This design comes from an exercise in tuning for small area and a short achievable clock period on the open sky130 flow, not from production work.
Only simulation tests tie the RTL to the original design; equivalence was not proved.

==> juniper: inputs <==
// mul
module mul(clk,
	   reset,
	   is_signed,
	   is_high,
	   go,
	   src_A,
	   src_B,
	   rob_ptr_in,
	   prf_ptr_in,
	   y,
	   complete,
	   rob_ptr_out,
	   prf_ptr_val_out,
	   prf_ptr_out);
clock: 8.0 ns
lec_check: 0
cap_margin: 20
core_margin: 2
core_utilization: 55
cts_cluster_diameter: 60
cts_cluster_size: 24
slew_margin: 20
synth_hierarchical: 1
standard.sh (not shown) runs the stock make flow with config.mk's settings and CLKGATE_MAP_FILE= SYNTH_SCRIPT=/design/flow/synth_recipe.tcl, a recipe that flattens the netlist after the stock synthesis.
==> flow/flow/run.sh <==
#!/bin/bash
# The standard layout (standard.sh: unchanged synthesis, floorplan, power grid, tap
# cells, placement, CTS and routing) with two changes to how it is made:
#  - the port buffers that placement inserts on every input and output are plain buf_2
#    cells instead of the default delay-buffer cell;
#  - timing repair aims 5.2 ns below the fixed 8 ns clock period (setup margin).
set -euo pipefail
bash standard.sh "BUFFER_PORTS_ARGS=-buffer_cell sky130_fd_sc_hd__buf_2" "SETUP_SLACK_MARGIN=5.2" finish > standard.log 2>&1
==> tundra (differences from juniper) <==
==> flow/flow/run.sh (replaced) <==
#!/bin/bash
# The standard layout (standard.sh: unchanged synthesis, floorplan, power grid, tap
# cells, placement, CTS and routing) with two changes to how it is made:
#  - the port buffers that placement inserts on every input and output are plain buf_2
#    cells instead of the default delay-buffer cell;
#  - timing repair aims 5.1 ns below the fixed 8 ns clock period (setup margin).
set -euo pipefail
bash standard.sh "BUFFER_PORTS_ARGS=-buffer_cell sky130_fd_sc_hd__buf_2" "SETUP_SLACK_MARGIN=5.1" finish > standard.log 2>&1
==> flow/config.mk (replaced) <==
export PLATFORM = sky130hd
export DESIGN_NAME = mul
export DESIGN_NICKNAME = mul
export VERILOG_FILES = /design/flow/design.v
export SDC_FILE = /design/flow/constraint.sdc
export NUM_CORES = 4
export LEC_CHECK = 0
export CAP_MARGIN = 20
export CORE_MARGIN = 2
export CORE_UTILIZATION = 68
export CTS_CLUSTER_DIAMETER = 60
export CTS_CLUSTER_SIZE = 24
export SLEW_MARGIN = 20
export SYNTH_HIERARCHICAL = 1
==> yarrow (differences from juniper) <==
--- a/flow/design.v
+++ b/flow/design.v
@@ -1968,37 +1968,43 @@
    wire bhc1624;
    wire bs1625;
    wire bc1626;
    wire bhs1627;
    wire bhc1628;
    wire bs1629;
    wire bc1630;
-   wire [20:0] lo2;
    logic r2_0_0;
+   logic r2_0_1;
    logic r2_1_0;
    logic r2_2_0;
    logic r2_3_0;
    logic r2_4_0;
    logic r2_5_0;
    logic r2_6_0;
+   logic r2_6_1;
    logic r2_7_0;
    logic r2_8_0;
+   logic r2_8_1;
    logic r2_9_0;
    logic r2_10_0;
+   logic r2_10_1;
    logic r2_11_0;
    logic r2_12_0;
+   logic r2_12_1;
    logic r2_13_0;
    logic r2_14_0;
+   logic r2_14_1;
    logic r2_15_0;
    logic r2_16_0;
+   logic r2_16_1;
    logic r2_17_0;
    logic r2_18_0;
+   logic r2_18_1;
    logic r2_19_0;
    logic r2_20_0;
-   logic r2_20_1;
    logic r2_21_0;
    logic r2_21_1;
    logic r2_22_0;
    logic r2_23_0;
    logic r2_23_1;
    logic r2_24_0;
    logic r2_25_0;
@@ -3541,37 +3547,43 @@
    fa u_bs1621 (.a(r1_57_0), .b(r1_57_1), .c(r1_57_2), .s(bs1621), .co(bc1622));
    assign bhs1623 = r1_58_0 ^ r1_58_1;
    assign bhc1624 = r1_58_0 & r1_58_1;
    fa u_bs1625 (.a(r1_59_0), .b(r1_59_1), .c(r1_59_2), .s(bs1625), .co(bc1626));
    assign bhs1627 = r1_60_0 ^ r1_60_1;
    assign bhc1628 = r1_60_0 & r1_60_1;
    fa u_bs1629 (.a(r1_62_0), .b(r1_62_1), .c(r1_62_2), .s(bs1629), .co(bc1630));
-   assign lo2 = {1'b0, bs1385 , bhs1379 , bs1375 , bhs1371 , bs1367 , bhs1363 , bs1359 , bhs1355 , bs1353 , bhs1351 , bs1349 , bhs1347 , bs1345 , bhs1343 , bs1341 , r1_4_0 , r1_3_0 , r1_2_0 , r1_1_0 , r1_0_0} + {1'b0, 1'b0 , bc1376 , 1'b0 , bc1368 , 1'b0 , bc1360 , 1'b0 , bc1354 , 1'b0 , bc1350 , 1'b0 , bc1346 , 1'b0 , bc1342 , 1'b0 , 1'b0 , 1'b0 , 1'b0 , 1'b0 , r1_0_1};
-   always_ff @(posedge clk) r2_0_0 <= lo2[0];
-   always_ff @(posedge clk) r2_1_0 <= lo2[1];
-   always_ff @(posedge clk) r2_2_0 <= lo2[2];
-   always_ff @(posedge clk) r2_3_0 <= lo2[3];
-   always_ff @(posedge clk) r2_4_0 <= lo2[4];
-   always_ff @(posedge clk) r2_5_0 <= lo2[5];
-   always_ff @(posedge clk) r2_6_0 <= lo2[6];
-   always_ff @(posedge clk) r2_7_0 <= lo2[7];
-   always_ff @(posedge clk) r2_8_0 <= lo2[8];
-   always_ff @(posedge clk) r2_9_0 <= lo2[9];
-   always_ff @(posedge clk) r2_10_0 <= lo2[10];
-   always_ff @(posedge clk) r2_11_0 <= lo2[11];
-   always_ff @(posedge clk) r2_12_0 <= lo2[12];
-   always_ff @(posedge clk) r2_13_0 <= lo2[13];
-   always_ff @(posedge clk) r2_14_0 <= lo2[14];
-   always_ff @(posedge clk) r2_15_0 <= lo2[15];
-   always_ff @(posedge clk) r2_16_0 <= lo2[16];
-   always_ff @(posedge clk) r2_17_0 <= lo2[17];
-   always_ff @(posedge clk) r2_18_0 <= lo2[18];
-   always_ff @(posedge clk) r2_19_0 <= lo2[19];
+   always_ff @(posedge clk) r2_0_0 <= r1_0_0;
+   always_ff @(posedge clk) r2_0_1 <= r1_0_1;
+   always_ff @(posedge clk) r2_1_0 <= r1_1_0;
+   always_ff @(posedge clk) r2_2_0 <= r1_2_0;
+   always_ff @(posedge clk) r2_3_0 <= r1_3_0;
+   always_ff @(posedge clk) r2_4_0 <= r1_4_0;
+   always_ff @(posedge clk) r2_5_0 <= bs1341;
+   always_ff @(posedge clk) r2_6_0 <= bhs1343;
+   always_ff @(posedge clk) r2_6_1 <= bc1342;
+   always_ff @(posedge clk) r2_7_0 <= bs1345;
+   always_ff @(posedge clk) r2_8_0 <= bhs1347;
+   always_ff @(posedge clk) r2_8_1 <= bc1346;
+   always_ff @(posedge clk) r2_9_0 <= bs1349;
+   always_ff @(posedge clk) r2_10_0 <= bhs1351;
+   always_ff @(posedge clk) r2_10_1 <= bc1350;
+   always_ff @(posedge clk) r2_11_0 <= bs1353;
+   always_ff @(posedge clk) r2_12_0 <= bhs1355;
+   always_ff @(posedge clk) r2_12_1 <= bc1354;
+   always_ff @(posedge clk) r2_13_0 <= bs1359;
+   always_ff @(posedge clk) r2_14_0 <= bhs1363;
+   always_ff @(posedge clk) r2_14_1 <= bc1360;
+   always_ff @(posedge clk) r2_15_0 <= bs1367;
+   always_ff @(posedge clk) r2_16_0 <= bhs1371;
+   always_ff @(posedge clk) r2_16_1 <= bc1368;
+   always_ff @(posedge clk) r2_17_0 <= bs1375;
+   always_ff @(posedge clk) r2_18_0 <= bhs1379;
+   always_ff @(posedge clk) r2_18_1 <= bc1376;
+   always_ff @(posedge clk) r2_19_0 <= bs1385;
    always_ff @(posedge clk) r2_20_0 <= bs1391;
-   always_ff @(posedge clk) r2_20_1 <= lo2[20];
    always_ff @(posedge clk) r2_21_0 <= bhs1397;
    always_ff @(posedge clk) r2_21_1 <= bc1392;
    always_ff @(posedge clk) r2_22_0 <= bs1403;
    always_ff @(posedge clk) r2_23_0 <= bhs1409;
    always_ff @(posedge clk) r2_23_1 <= bc1404;
    always_ff @(posedge clk) r2_24_0 <= bs1415;
    always_ff @(posedge clk) r2_25_0 <= bhs1421;
@@ -3641,11 +3653,11 @@
    always_ff @(posedge clk) r2_60_1 <= bc1626;
    always_ff @(posedge clk) r2_61_0 <= r1_61_0;
    always_ff @(posedge clk) r2_61_1 <= bhc1628;
    always_ff @(posedge clk) r2_62_0 <= bs1629;
    always_ff @(posedge clk) r2_63_0 <= r1_63_0;
    always_ff @(posedge clk) r2_63_1 <= bc1630;
    wire [63:0] f0 = {r2_63_0, r2_62_0, r2_61_0, r2_60_0, r2_59_0, r2_58_0, r2_57_0, r2_56_0, r2_55_0, r2_54_0, r2_53_0, r2_52_0, r2_51_0, r2_50_0, r2_49_0, r2_48_0, r2_47_0, r2_46_0, r2_45_0, r2_44_0, r2_43_0, r2_42_0, r2_41_0, r2_40_0, r2_39_0, r2_38_0, r2_37_0, r2_36_0, r2_35_0, r2_34_0, r2_33_0, r2_32_0, r2_31_0, r2_30_0, r2_29_0, r2_28_0, r2_27_0, r2_26_0, r2_25_0, r2_24_0, r2_23_0, r2_22_0, r2_21_0, r2_20_0, r2_19_0, r2_18_0, r2_17_0, r2_16_0, r2_15_0, r2_14_0, r2_13_0, r2_12_0, r2_11_0, r2_10_0, r2_9_0, r2_8_0, r2_7_0, r2_6_0, r2_5_0, r2_4_0, r2_3_0, r2_2_0, r2_1_0, r2_0_0};
-   wire [63:0] f1 = {r2_63_1, 1'b0, r2_61_1, r2_60_1, r2_59_1, r2_58_1, r2_57_1, r2_56_1, r2_55_1, r2_54_1, r2_53_1, r2_52_1, r2_51_1, r2_50_1, r2_49_1, 1'b0, r2_47_1, 1'b0, r2_45_1, 1'b0, r2_43_1, r2_42_1, r2_41_1, r2_40_1, r2_39_1, r2_38_1, r2_37_1, r2_36_1, r2_35_1, r2_34_1, r2_33_1, 1'b0, r2_31_1, 1'b0, r2_29_1, 1'b0, r2_27_1, 1'b0, r2_25_1, 1'b0, r2_23_1, 1'b0, r2_21_1, r2_20_1, 1'b0, 1'b0, 1'b0, 1'b0, 1'b0, 1'b0, 1'b0, 1'b0, 1'b0, 1'b0, 1'b0, 1'b0, 1'b0, 1'b0, 1'b0, 1'b0, 1'b0, 1'b0, 1'b0, 1'b0};
+   wire [63:0] f1 = {r2_63_1, 1'b0, r2_61_1, r2_60_1, r2_59_1, r2_58_1, r2_57_1, r2_56_1, r2_55_1, r2_54_1, r2_53_1, r2_52_1, r2_51_1, r2_50_1, r2_49_1, 1'b0, r2_47_1, 1'b0, r2_45_1, 1'b0, r2_43_1, r2_42_1, r2_41_1, r2_40_1, r2_39_1, r2_38_1, r2_37_1, r2_36_1, r2_35_1, r2_34_1, r2_33_1, 1'b0, r2_31_1, 1'b0, r2_29_1, 1'b0, r2_27_1, 1'b0, r2_25_1, 1'b0, r2_23_1, 1'b0, r2_21_1, 1'b0, 1'b0, r2_18_1, 1'b0, r2_16_1, 1'b0, r2_14_1, 1'b0, r2_12_1, 1'b0, r2_10_1, 1'b0, r2_8_1, 1'b0, r2_6_1, 1'b0, 1'b0, 1'b0, 1'b0, 1'b0, r2_0_1};
    wire [63:0] prod = f0 + f1;
    always_ff @(posedge clk) r3_y <= r2_hi ? {32'd0, prod[63:32]} : prod;
 endmodule
==> flow/flow/run.sh (replaced) <==
#!/bin/bash
# The standard layout (standard.sh: unchanged synthesis, floorplan, power grid, tap
# cells, placement, CTS and routing), with the port buffers that placement inserts on every
# input and output made plain buf_2 cells instead of the default delay-buffer cell.
set -euo pipefail
bash standard.sh "BUFFER_PORTS_ARGS=-buffer_cell sky130_fd_sc_hd__buf_2" finish > standard.log 2>&1
==> flow/config.mk (replaced) <==
export PLATFORM = sky130hd
export DESIGN_NAME = mul
export DESIGN_NICKNAME = mul
export VERILOG_FILES = /design/flow/design.v
export SDC_FILE = /design/flow/constraint.sdc
export NUM_CORES = 4
export LEC_CHECK = 0
export CAP_MARGIN = 20
export CORE_MARGIN = 2
export CORE_UTILIZATION = 55
export SETUP_SLACK_MARGIN = 5
export SLEW_MARGIN = 20
export SYNTH_HIERARCHICAL = 1
==> flow_metrics.env <==
export IMPL_outcome="finished clean"
export IMPL_tightest_slew_ns=0.8227
export IMPL_fin_area_mm2=0.03768
export IMPL_max_slew_margin_pct=45.16
export IMPL_clkCellAreaFrac_pct=4.048
export IMPL_dp_cells=3653
export IMPL_min_to="r2_hi"
export IMPL_sh_seq_area_pct=28.28
export IMPL_place_area_mm2=0.03585
export IMPL_fin_cells=3735
export IMPL_die_w_um=231.6
export IMPL_drive_above_1_share_pct=12.45
export IMPL_r2r_setup_slack_ns=5.11
export IMPL_m1WireLength_um=37950
export IMPL_layout_nonclk_buf_share_pct=3.225
export IMPL_clock_sinks=522
export IMPL_start_util_pct=68.67
export IMPL_sequentialPower_mw=4.71
-- figures above: tundra

==> flow_metrics.env <==
export IMPL_clkCellAreaFrac_pct=4.202
export IMPL_place_area_mm2=0.03603
export IMPL_outcome="finished clean"
export IMPL_die_w_um=257.1
export IMPL_tightest_slew_ns=0.7721
export IMPL_fin_cells=3975
export IMPL_r2r_setup_slack_ns=5.15
export IMPL_largest_registers="r3_y: 64 flops, r0_A: 32 flops"
export IMPL_m1WireLength_um=47160
export IMPL_min_to="r_rob3[2]"
export IMPL_start_util_pct=55.75
export IMPL_sequentialPower_mw=4.66
export IMPL_max_slew_margin_pct=48.53
export IMPL_drive_above_1_share_pct=15.19
export IMPL_sh_seq_area_pct=27.07
export IMPL_clock_sinks=522
export IMPL_fin_area_mm2=0.03946
-- figures above: juniper

==> flow_metrics.env <==
export IMPL_outcome="finished clean"
export IMPL_clock_sinks=529
export IMPL_drive_above_1_share_pct=12.13
export IMPL_fin_cells=4023
export IMPL_start_util_pct=55.45
export IMPL_clkCellAreaFrac_pct=4.840
export IMPL_tightest_slew_ns=0.9513
export IMPL_fin_ws_ns=5.055
export IMPL_cts_path_max_buffers=3
export IMPL_layout_nonclk_buf_share_pct=2.715
export IMPL_grt_util_met3_pct=11.16
export IMPL_max_slew_margin_pct=36.58
export IMPL_m1WireLength_um=44860
export IMPL_sequentialPower_mw=4.80
export IMPL_min_to="r_prf3[3]"
export IMPL_sh_seq_area_pct=28.02
export IMPL_clockPowerShare_pct=14.7
export IMPL_fin_area_mm2=0.03857
-- figures above: yarrow

==> port drivers added, routing unchanged <==
The results above use ideal ports. As a check the final layouts listed here were re-extracted and re-timed, cells and wires unchanged. Step 1 sets driving cells, clkbuf_16 on the clock port and buf_2 on the other inputs (assumed; they add their load-dependent delay and slew). Step 2 also shifts input and output timing later by t, the mid clock arrival at the registers, as if the neighbouring blocks saw the same clock. Three values: ideal, step 1, step 2; two values: the first two.
run	t (ns)	setup WS [ns]	worst hold slack (ns)	clock arrival spread, ns
juniper	0.681	5.154 / 5.154 / 5.154	0.331 / 0.331 / 0.331	0.029 / 0.029
tundra	0.681	5.112 / 5.101 / 5.112	0.329 / 0.329 / 0.329	0.030 / 0.030
yarrow	0.695	5.055 / 5.055 / 5.055	0.324 / 0.324 / 0.324	0.030 / 0.030
After both steps every run listed still meets setup and hold.
